This design comes from an exercise in tuning for a short achievable clock period and few clock cycles on the open sky130 flow, not from production work. In this exercise RTL edits were held to simulation tests only and were not proved equivalent to the original.

==> flow/design.v <==
module mips(CK, RESET, DONE, OUTADDR, OUTDATA, OUTVALID, IADDR, INSTR);
	input CK;
	input RESET;
	output DONE;
	output [4:0] OUTADDR;
	output [31:0] OUTDATA;
	output OUTVALID;
	output [31:0] IADDR;
	input [31:0] INSTR;
	reg [31:0] OUTDATA;
	reg DONE;
	reg [4:0] OUTADDR;
	reg OUTVALID;
	reg [31:0] regarray [31:0];
	reg [31:0] dmem [31:0];
	reg [31:0] pc, instruction, pcinc, j_address, simm32, simm32sl2, b_result, readdata1, readdata2, aluout, b_address, nextpc, tempaddress, dataout, writedata;
	reg [27:0] j_shift;
	reg [25:0] j_tempaddress;
	reg [15:0] simm16;
	reg [5:0] opcode, funct;
	reg [4:0] rd, rt, rs, address, writereg;
	reg [1:0] aluop, alucontrol;
	reg outvalidtemp, regdst, jump, branch, memread, memtoreg, memwrite, alusrc, regwrite, aluzero;
	assign IADDR = pc;
	always @ (posedge CK)
	begin
		if (RESET == 1'b1)
		begin
			pc <= 32'd0;
			DONE <= 1'b0;
			OUTVALID <= 1'b0;
		end
		else
		begin
			instruction = INSTR;
			pcinc = pc + 32'h4;
			opcode = instruction[31:26];
			funct = instruction[5:0];
			rd = instruction[15:11];
			rt = instruction[20:16];
			rs = instruction[25:21];
			j_tempaddress = instruction[25:0];
			j_shift = {j_tempaddress,2'b00};
			j_address = {pcinc[31:28],j_shift};
			simm16 = instruction[15:0];
			simm32 = {{16{simm16[15]}},simm16};
			simm32sl2 = simm32 << 2;
			b_result = pcinc + simm32sl2;
			outvalidtemp = 1'b0;
			case(opcode)
			6'h0:  
			begin
				case(funct)
				6'h21:  
				begin
					regdst = 1'b1;
					jump = 1'b0;
					branch = 1'b0;
					memread = 1'b0;
					memtoreg = 1'b0;
					aluop = 2'b10;
					memwrite = 1'b0;
					alusrc = 1'b0;
					regwrite = 1'b1;
				end
				6'h2b:  
				begin
					regdst = 1'b1;
					jump = 1'b0;
					branch = 1'b0;
					memread = 1'b0;
					memtoreg = 1'b0;
					aluop = 2'b10;
					memwrite = 1'b0;
					alusrc = 1'b0;
					regwrite = 1'b1;
				end
				6'h23:  
				begin
					regdst = 1'b1;
					jump = 1'b0;
					branch = 1'b0;
					memread = 1'b0;
					memtoreg = 1'b0;
					aluop = 2'b10;
					memwrite = 1'b0;
					alusrc = 1'b0;
					regwrite = 1'b1;
				end
				6'hc:  
				begin
					regdst = 1'b1;
					jump = 1'b0;
					branch = 1'b0;
					memread = 1'b0;
					memtoreg = 1'b0;
					aluop = 2'b10;
					memwrite = 1'b0;
					alusrc = 1'b0;
					regwrite = 1'b0;
				end
				endcase
			end
			6'h9:  
			begin
				regdst = 1'b0;
				jump = 1'b0;
				branch = 1'b0;
				memread = 1'b0;
				memtoreg = 1'b0;
				aluop = 2'b00;					
				memwrite = 1'b0;					
				alusrc = 1'b1;					
				regwrite = 1'b1;					
			end
			6'h4:  
			begin
				regdst = 1'b0;
				jump = 1'b0;
				branch = 1'b1;
				memread = 1'b0;
				memtoreg = 1'b0;
				aluop = 2'b01;
				memwrite = 1'b0;
				alusrc = 1'b0;  
				regwrite = 1'b0;
			end
			6'h5:  
			begin
				regdst = 1'b0;
				jump = 1'b0;
				branch = 1'b1;
				memread = 1'b0;
				memtoreg = 1'b0;
				aluop = 2'b01;
				memwrite = 1'b0;
				alusrc = 1'b0;  
				regwrite = 1'b0;
			end
			6'h23:  
			begin
				regdst = 1'b0;
				jump = 1'b0;
				branch = 1'b0;
				memread = 1'b1;
				memtoreg = 1'b1;
				aluop = 2'b00;
				memwrite = 1'b0;
				alusrc = 1'b1;
				regwrite = 1'b1;
			end
			6'hb:  
			begin
				regdst = 1'b0;
				jump = 1'b0;
				branch = 1'b0;
				memread = 1'b0;
				memtoreg = 1'b0;
				aluop = 2'b11;
				memwrite = 1'b0;
				alusrc = 1'b1;
				regwrite = 1'b1;
			end
			6'h2b:  
			begin
				regdst = 1'b0;
				jump = 1'b0;
				branch = 1'b0;
				memread = 1'b0;
				memtoreg = 1'b0;
				aluop = 2'b00;
				memwrite = 1'b1;
				alusrc = 1'b1;
				regwrite = 1'b0;
				outvalidtemp = 1'b1;
			end
			6'h2:  
			begin
				regdst = 1'b0;
				jump = 1'b1;
				branch = 1'b0;
				memread = 1'b0;
				memtoreg = 1'b0;
				aluop = 2'b00;
				memwrite = 1'b0;
				alusrc = 1'b0;
				regwrite = 1'b0;
			end
			endcase
			OUTVALID <= outvalidtemp;
			readdata1 = (rs == 5'd0) ? 32'h0 : regarray[rs];
			readdata2 = (rt == 5'd0) ? 32'h0 : regarray[rt];
			case(aluop)
			2'b00:  
			begin
				alucontrol = 2'b00;
			end
			2'b01:  
			begin
				alucontrol = 2'b01;
			end
			2'b10:  
			begin
				case(funct)
				6'h21:  
				begin
					alucontrol = 2'b00;
				end
				6'h2b:  
				begin
					alucontrol = 2'b10;
				end
				6'h23:  
				begin
					alucontrol = 2'b01;
				end
				6'hc:  
				begin
					alucontrol = 2'b00;
				end
				endcase
			end
			2'b11:  
			begin
				alucontrol = 2'b10;
			end
			endcase
			case(alucontrol)
			2'b00:  
			begin
				if (alusrc == 1'b0)
				begin
					aluout = readdata1 + readdata2;
				end
				else
				begin
					aluout = readdata1 + simm32;
				end
			end
			2'b01:  
			begin
				if (alusrc == 1'b0)
				begin
					aluout = readdata1 - readdata2;
				end
				else
				begin
					aluout = readdata1 - simm32;
				end
			end
			2'b10:  
			begin
				if (alusrc == 1'b0)
				begin
				aluout = (readdata1 < readdata2) ? 1 : 0;	
				end
				if (alusrc == 1'b1)
				begin
				aluout = (readdata1 < simm32) ? 1 : 0;
				end
			end
			endcase
			if (aluout == 32'd0)
			begin
				aluzero = 1'b1;
			end
			else
			begin
				aluzero = 1'b0;
			end
			if (opcode == 6'h4)  
			begin
				b_address = (branch == 1'b1 && aluzero == 1'b1) ? b_result : pcinc;
			end
			if (opcode == 6'h5)  
			begin
				b_address = (branch == 1'b1 && aluzero == 1'b0) ? b_result : pcinc;
			end
			if (opcode == 6'h0 && funct == 6'hc)  
			begin
				nextpc = pc;
				DONE <= 1'b1;
			end
			else if (branch == 1'b1)  
			begin
				nextpc = b_address;
			end
			else if (jump == 1'b1)  
			begin
				nextpc = j_address;
			end
			else  
			begin
				nextpc = pcinc;
			end
			pc <= nextpc;
			tempaddress = (aluout >> 2);
			address = tempaddress[4:0];
			if (memwrite == 1'b1)
			begin
				dmem[address] <= readdata2;
				OUTDATA <= readdata2;
				OUTADDR <= address;
			end
			if (memread == 1'b1)
			begin
				dataout = dmem[address];
			end
			writereg = (regdst) ? rd : rt;
			writedata = (memtoreg) ? dataout : aluout;
			if (regwrite == 1'b1)
			begin
				regarray[writereg] <= writedata;
			end
		end
	end
endmodule
==> flow/run.sh <==
#!/bin/bash
# synth_recipe.tcl (not shown) runs the flow's synth.tcl, then flattens the netlist and writes it again
# the make line also repeats each setting of config.mk as NAME=value (left out here)
make -C /OpenROAD-flow-scripts/flow DESIGN_CONFIG=/design/flow/config.mk WORK_HOME=/design/flow/orfs CLKGATE_MAP_FILE= SYNTH_SCRIPT=/design/flow/synth_recipe.tcl finish
==> flow/config.mk <==
export PLATFORM = sky130hd
export DESIGN_NAME = mips
export DESIGN_NICKNAME = mips
export VERILOG_FILES = /design/flow/design.v
export SDC_FILE = /design/flow/constraint.sdc
export NUM_CORES = 4
export LEC_CHECK = 0
export CAP_MARGIN = 20
export CORE_MARGIN = 2
export CORE_UTILIZATION = 40
export SLEW_MARGIN = 20
==> flow/constraint.sdc <==
create_clock -name core_clock -period 10.5 [get_ports {CK}]
set_input_delay 2.1000 -clock core_clock [delete_from_list [all_inputs] [get_ports {CK}]]
set_output_delay 2.1000 -clock core_clock [all_outputs]
set_load 0.01 [all_outputs]
==> flow_summary.ini <==
[worst_setup_path]
crit_top_cell = buf_4
crit_slowest_cell = buf_8
r2r-end = b_address[27]
cp.depth = 23
arrival_ps = 9730
crit_family = compound AO/OA/AOI/OAI gates
worstSetupPathType = in2reg
critPathMaxStageDelay_ps = 710
path_cells = buf_8, buf_4, mux4_2, mux4_2, mux2i_1, nor2_1, ha_1, a21oi_1, o211ai_1, a221oi_1, o211ai_1, o21a_1, a31o_2, a2111oi_0, buf_4, o32ai_1, or4bb_1, nor4_4, buf_4, xor2_4, buf_12, mux2_1, mux2_2
rr_startpoint = regarray[11][1]
r2r_slack_ps = 2950
crit_buf_inv = 5
cp-startpoint = INSTR[22]
critical_path.startpoint_type = primary input
r2r_cells = 23
path_max_fanout = 108
required_ps = 11100
end_kind = register

[synth]
avgSynthCellArea_sq_um = 15.91
synth_nets = 6648
ys_ff_latch = 2227
synth_enable_flop_cells = 2193
postSynth.asyncResetShare_pct = 0
yosys-top-cells-area = edfxtp_1, mux4_2, nand2_1
synth.largest_area_cell = edfxtp_1
yosysWarnings = 1
synth_flop_cell = edfxtp_1
yosysUniqueCellTypes = 91
syn-cell-area_sq_um = 103100
syn_inst = 6483
yosysSeqAreaShare_pct = 64.51
synth_top_area_share_pct = 63.85

[sta]
hold_viol = 0
finalCriticalPeriod_ps = 9131
drv_slew = 0
setup_viol = 0
rsz0062_at_grt = false
fmax_mhz = 109.5
setup-tns-final_ps = 0
tightest_slew_ps = 1136
timing.hold.ws_ps = 483.0
relSlewSlack_pct = 24.06
fin_skew_ps = 96.78
period_share_pct = 86.97

[placed_design]
place_congestion = 0.9132
placed_cell_area_sq_um = 110300
port_buffers = 104
dp.cells = 9835
hpwlAfterDp_mm = 194.6

[cts]
cts_setup_buffers = 0
htreeDepth = 4
ctsHoldBuffers = 0
clkLatencyLatePin_ps = 930
cts_buffers = 227
tritoncts = done
cts_resized = 0
clockRootBuffer = clkbuf_16
clk_pin_slew_ps = 60
clockBufferDepth = 3
clkSinkCount = 2227

[die]
die-area_sq_um = 261900
dieHeight_um = 511.8
fp.dieW_um = 511.8
rows = 186
start_util_pct = 40.18
ios = 105
core-area_sq_um = 256700

[layout]
final_nets = 6850
layout_commonest_cell = edfxtp_1
instances_no_fill = 10270
area_growth_pct = 14.07
finalInstanceArea_sq_um = 117600
layout_common_cells = edfxtp_1, nand2_1, mux4_2, nand3_1, clkbuf_16
drive_gt1_share_pct = 22.54

[drt]
dr_total_vias = 63740
routed_via_density = 6.208
wire_per_inst_um = 31.29
drt_iter0_drc = 7975
drt.antenna.violating_nets = 0
wl_mm = 321.2
first_pass_iters = 6
drc = 0

[global_route]
grt_pass1_wl_mm = 459.2
grt_pass1_vias = 62810
grtUsageTotal_pct = 24.19
antenna_found_initial = 10
grt_overflow = 0
grt_max_degree = 111

[power_and_ir_drop]
p_leak_nw = 38.60
peakVddDrop_mv = 0.1697
p_total_w = 0.02496
power_density_nw_per_um2 = 212.2

[worst_hold_path]
hold_path_class = reg2reg
min_to = DONE
min_path_cells = 2
holdCritStartpoint = DONE

[flow_run]
maxCapViolations = 0

[outcome]
status = no timing/DRC/antenna violations
report_power, final:
group	total, W	internal (W)	switching [W]
clock network	0.00790	0.00434	0.00357
logic	0.00622	0.00201	0.00421
registers	0.0108	0.0107	0.0000869
total	0.0250	0.0171	0.00786
layout make-up:
type | count | area, sq um
Fill cell | 21950 | 139100
Tap cell | 3384 | 4234
Antenna cell | 6 | 15.01
Clock buffer | 271 | 5888
Multi-Input combinational cell | 3736 | 35280
Timing Repair Buffer | 379 | 3905
Sequential cell | 2227 | 66530
Inverter | 114 | 445.4
Clock inverter | 150 | 1345
worst max path at each step:
stage	to	slack [ps]
global route	b_address[13]	980
detailed placement	b_address[27]	450
CTS	b_address[27]	1370
global placement	b_address[5]	520
floorplan	regarray[0][19]	250
finish	b_address[27]	1370
sequential cells by signal, indices dropped and copies added (netlist names), 2 cells and up:
register,flops
alucontrol,2
dmem,1024
pc,32
regarray,1024
aluop,2
OUTDATA,32
OUTADDR,5
dataout,32
b_address,32
aluout,32
synthesized netlist by cell type (33+ instances only):
master,instances
a21o_1,45
a21oi_1,188
a311oi_1,90
a31oi_1,73
and3_1,79
buf_1,80
buf_2,55
clkbuf_1,259
dfxtp_1,34
edfxtp_1,2193
ha_1,127
inv_1,108
mux2_2,40
mux2i_1,85
mux4_2,738
nand2_1,880
nand3_1,278
nor2_1,272
nor3_1,33
o211ai_1,63
o21ai_0,140
or2_2,41
xnor2_1,92
xor2_1,38
cells by family (layout without fill, tap and decap cells):
family                   Yosys count  after routing  synth area share [%]
other                              0              6                     0
multiplexers                     873            873                 17.49
AND/OR/NAND/NOR                 1711           1711                 7.306
buffers and inverters            520            914                 2.014
flip-flops                      2227           2227                 64.51
XOR/XNOR                         131            131                 1.120
adder cells (fa/ha/maj)          131            131                 1.618
AO/OA/AOI/OAI                    890            890                 5.943
routing by layer:
| metal | up-vias | part of all wire [%] | track usage, % |
|---|---|---|---|
| li1 | 26470 | - | - |
| met5 | - | 0.0040 | 0 |
| met4 | 2 | 3.4 | 7.856 |
| met1 | 33540 | 40 | 32.68 |
| met3 | 519 | 8.4 | 4.039 |
| met2 | 3201 | 49 | 39.90 |
stage by stage:
stage | setup WS, ps | utilization [%]
final | 1369 | 45.83
after detailed placement | 454.7 | 42.97
after floorplan | 251.4 | -
after CTS | 1371 | 45.79
after global routing | 981.3 | 45.83
after global placement | 523.5 | 42.96
worst reg2reg max path: cells and delay by family, from the launching register on:
kind	cells	cell delay [ps]
xor gates and xnor gates	1	190
AOI/OAI and AO/OA	7	2300
adders and majority gates	1	430
DFF	1	390
and+or+nand+nor	5	1190
muxes	5	2010
buffers and inverters	4	720
Testbench counts, summed over its fixed seeds: cycles 49,047.

## static timing again, ports no longer ideal
The flow's constraints put no driver on any port. The routed layout listed below was extracted and timed again, unchanged, in two steps. Step 1 (the two cells are an assumption about what drives the block):
set clk [get_ports {CK}]
set_driving_cell -lib_cell sky130_fd_sc_hd__clkbuf_16 $clk
set_driving_cell -lib_cell sky130_fd_sc_hd__buf_2 [delete_from_list [all_inputs] $clk]
Step 2 times the ports against the registers' clock, not the clock port: input delays grow and output delays shrink by t, the midpoint of the rising clock arrivals with the driver on. Three values: ideal, step 1, step 2; two values: the first two.
t (ns): 0.970
slack for setup (ns): 1.369 / 1.413 / 0.443
worst setup path after step 2: input to register
After both steps setup and hold are still met in this run. The setup slack of this run moves by +0.044 ns with the drivers and by -0.926 ns with both steps.
